Background: an optimization exercise with open tools, aiming at small area, a short achievable clock period and few clock cycles per item. Do not read the settings as production practice. Function was checked by simulation only, so behaviour that the tests miss may differ from the original.

build 52:
Design Practica_1, start of the top module:
module Practica_1
#(
	parameter NBits = 8,
	parameter N2Bits = NBits*2,
	parameter K = 8,	 
	parameter SW = (K <= 7) ? 15 : 16	 
)
(
	input clk,
	input reset,
	input start,
	input [NBits-1:0] multiplier,
	input [NBits-1:0] multiplicand,
	output [6:0]uni_Seg_out,
	output [6:0]dec_Seg_out,
	output [6:0]cen_Seg_out,
	output [6:0]thou_Seg_out,
	output [6:0]thou2_Seg_out,
	output [6:0]sign_Seg_out,
	output ready
);
wire [14:0] prod;
wire [SW-1:0] bcd_state;
wire minus;
Seq_Multiplier SM1 (.multiplier(multiplier), .multiplicand(multiplicand), .product(prod), .signBit(minus));
BCD_Head #(K) BH1 (.bits_in(prod), .state(bcd_state));
logic [SW-1:0] state_q;
logic minus_q;
logic ready_q;
always_ff @(posedge clk) begin
	state_q <= bcd_state;
	minus_q <= minus;
end
always_ff @(posedge clk, negedge reset) begin
	if (!reset) ready_q <= 1'b0;
	else ready_q <= start;
end
wire [3:0] uni, dec, cen, thou, thou2;
BCD_16Bit #(K) BCD1 (.state(state_q), .uni(uni), .dec(dec), .cen(cen), .thou(thou), .thou2(thou2));
SegmentDisplay SD0 (.value(uni),   .Seg_Result(uni_Seg_out));
SegmentDisplay SD1 (.value(dec),   .Seg_Result(dec_Seg_out));
SegmentDisplay SD2 (.value(cen),   .Seg_Result(cen_Seg_out));
SegmentDisplay SD3 (.value(thou),  .Seg_Result(thou_Seg_out));
SegmentDisplay SD4 (.value(thou2), .Seg_Result(thou2_Seg_out));
  ...
==> flow/config.mk <==
export PLATFORM = sky130hd
export DESIGN_NAME = Practica_1
export DESIGN_NICKNAME = Practica_1
export VERILOG_FILES = /design/flow/design.v
export SDC_FILE = /design/flow/constraint.sdc
export NUM_CORES = 4
export LEC_CHECK = 0
export ABC_AREA = 1
export CAP_MARGIN = 20
export CORE_MARGIN = 2
export CORE_UTILIZATION = 40
export SLEW_MARGIN = 20
==> flow/constraint.sdc <==
create_clock -name core_clock -period 12.0 [get_ports {clk}]
set_input_delay 2.4000 -clock core_clock [delete_from_list [all_inputs] [get_ports {clk}]]
set_output_delay 2.4000 -clock core_clock [all_outputs]
set_load 0.01 [all_outputs]
standard.sh (not shown) runs the stock make flow with config.mk's settings and CLKGATE_MAP_FILE= SYNTH_SCRIPT=/design/flow/synth_recipe.tcl, a recipe that flattens the netlist after the stock synthesis.
==> flow/flow/run.sh <==
#!/bin/bash
# The standard layout (standard.sh) with two changes:
#  - synthesis runs flow/my_synth.tcl: the standard flow's synthesis script, except that
#    ABC maps the logic with flow/abc_custom.script and extract_fa is set by
#    flow/fa_mode ("none": adders are left to ABC as plain logic);
#  - port buffers are sky130_fd_sc_hd__buf_2 cells.
# make's output goes to flow_make.log here; each tool's full log is in orfs/logs.
set -euo pipefail
bash standard.sh "SYNTH_SCRIPT=$PWD/flow/my_synth.tcl" \
  "BUFFER_PORTS_ARGS=-buffer_cell sky130_fd_sc_hd__buf_2" finish > flow_make.log 2>&1
==> flow/flow/abc_custom.script <==
strash
dch
map -D 3500
topo
stime -c
buffer -c
upsize -c
dnsize -c
==> flow/flow/fa_mode <==
none
==> flow/flow/my_synth.tcl <==
# The standard synthesis (synth_recipe.tcl) with two changes to how the
# combinational logic is mapped; registers, their names and cell types come
# from the same steps as the standard synthesis:
#  - the ABC call uses abc_custom.script (next to this file) instead of ORFS's
#    abc_area/abc_speed script;
#  - extract_fa runs with the options in fa_mode next to this file (default
#    -fa, full adders only); "none" skips it, leaving adders to ABC.
set ::custom_dir [file dirname [file normalize [info script]]]
set ::custom_abc_script [file join $::custom_dir abc_custom.script]
set ::custom_fa_mode -fa
if {[file exists [file join $::custom_dir fa_mode]]} {
  set f [open [file join $::custom_dir fa_mode]]; set ::custom_fa_mode [string trim [read $f]]; close $f
}
proc abc {args} {
  set i [lsearch -exact $args -script]
  if {$i >= 0} { lset args [expr {$i + 1}] $::custom_abc_script }
  puts "custom abc: $args"
  yosys abc {*}$args
}
proc extract_fa {args} {
  puts "custom extract_fa: $::custom_fa_mode $args"
  if {$::custom_fa_mode ne "none"} { yosys extract_fa {*}$::custom_fa_mode {*}$args }
}
proc synth {args} { yosys synth -nofsm -noshare {*}$args }
source $::env(SCRIPTS_DIR)/synth.tcl
# left out here: clear keep_hierarchy, flatten, clean up, hide names made inside functions, write 1_2_yosys.v
No stage failed in build 52, and the final checks on the layout all came back clean.
Testbench counts of build 52, summed over its fixed seeds: cycles 16,000, items 8,000.
## Diff of input files: build 49 against build 52
==> flow/run.sh (new file) <==
#!/bin/bash
# synth_recipe.tcl (not shown) runs the flow's synth.tcl, then flattens the netlist and writes it again
# the make line also repeats each setting of config.mk as NAME=value (left out here)
make -C /OpenROAD-flow-scripts/flow DESIGN_CONFIG=/design/flow/config.mk WORK_HOME=/design/flow/orfs CLKGATE_MAP_FILE= SYNTH_SCRIPT=/design/flow/synth_recipe.tcl finish
removed: flow/flow/run.sh
removed: flow/flow/abc_custom.script
removed: flow/flow/fa_mode
removed: flow/flow/my_synth.tcl
removed: flow/standard.sh
Results
Build 49 ends up with a largest fanout on the critical path that is 2 higher than in build 52.
Build 52 has a higher met3 global-route usage than build 49.
Input changes introduced in build 75 (baseline for comparison: build 49):
==> flow/flow/run.sh (new file) <==
#!/bin/bash
# The standard layout (standard.sh) with two changes:
#  - synthesis runs flow/my_synth.tcl: the standard flow's synthesis script, except that
#    ABC maps the logic with flow/abc_custom.script and extract_fa is set by
#    flow/fa_mode ("none": adders are left to ABC as plain logic);
#  - port buffers are sky130_fd_sc_hd__buf_2 cells.
# make's output goes to flow_make.log here; each tool's full log is in orfs/logs.
set -euo pipefail
bash standard.sh "SYNTH_SCRIPT=$PWD/flow/my_synth.tcl" \
  "BUFFER_PORTS_ARGS=-buffer_cell sky130_fd_sc_hd__buf_2" finish > flow_make.log 2>&1
==> flow/flow/abc_custom.script (new file) <==
strash
dch
map -D 3250
topo
stime -c
buffer -c
upsize -c
dnsize -c
==> flow/flow/fa_mode (new file) <==
none
==> flow/flow/my_synth.tcl (new file) <==
# The standard synthesis (synth_recipe.tcl) with two changes to how the
# combinational logic is mapped; registers, their names and cell types come
# from the same steps as the standard synthesis:
#  - the ABC call uses abc_custom.script (next to this file) instead of ORFS's
#    abc_area/abc_speed script;
#  - extract_fa runs with the options in fa_mode next to this file (default
#    -fa, full adders only); "none" skips it, leaving adders to ABC.
set ::custom_dir [file dirname [file normalize [info script]]]
set ::custom_abc_script [file join $::custom_dir abc_custom.script]
set ::custom_fa_mode -fa
if {[file exists [file join $::custom_dir fa_mode]]} {
  set f [open [file join $::custom_dir fa_mode]]; set ::custom_fa_mode [string trim [read $f]]; close $f
}
proc abc {args} {
  set i [lsearch -exact $args -script]
  if {$i >= 0} { lset args [expr {$i + 1}] $::custom_abc_script }
  puts "custom abc: $args"
  yosys abc {*}$args
}
proc extract_fa {args} {
  puts "custom extract_fa: $::custom_fa_mode $args"
  if {$::custom_fa_mode ne "none"} { yosys extract_fa {*}$::custom_fa_mode {*}$args }
}
proc synth {args} { yosys synth -nofsm -noshare {*}$args }
source $::env(SCRIPTS_DIR)/synth.tcl
# left out here: clear keep_hierarchy, flatten, clean up, hide names made inside functions, write 1_2_yosys.v
==> flow/standard.sh (new file) <==
#!/bin/bash
# synth_recipe.tcl (not shown) runs the flow's synth.tcl, then flattens the netlist and writes it again
# the make line also repeats each setting of config.mk as NAME=value (left out here)
make -C /OpenROAD-flow-scripts/flow DESIGN_CONFIG=/design/flow/config.mk WORK_HOME=/design/flow/orfs CLKGATE_MAP_FILE= SYNTH_SCRIPT=/design/flow/synth_recipe.tcl "${@:-finish}"
removed: flow/run.sh
--- outcome ---
For design area, dividing the value from build 75 by the value from build 49 gives 0.890.
Fmax | build 75 vs build 49 | build 75 faster
Build 49: full flow OK, the timing, DRC and antenna checks passed
Build 75: done, clean on timing, DRC and antenna
Build 75 has worst setup slack above what build 49 had.

-- port drivers added, routing unchanged --
The results above use ideal ports. As a check the final layouts listed here were re-extracted and re-timed, cells and wires unchanged. Step 1: set_driving_cell puts a clkbuf_16 on clk and a buf_2 on each other input, an assumption about the parent block. Step 2 moves the port delays by t, midway between the first and last clock arrival at a register: inputs arrive t later, outputs are due t later. That takes back most of the time a late clock gives input paths. Three values: ideal ports, drivers, drivers and shift; two values: the first two.
run	t (ns)	setup slack, ns	clock arrival spread, ns	cell pins on the clock port's net
build 52	0.279	5.354 / 5.325 / 5.219	0.007 / 0.008	1
build 49	0.276	3.688 / 3.693 / 3.418	0.005 / 0.005	1
build 75	0.278	5.341 / 5.313 / 5.431	0.008 / 0.008	1
After both steps setup and hold are still met in every run listed. For build 49, which loses most, drivers alone change the setup slack by +0.005 ns; drivers and shift together by -0.270 ns.
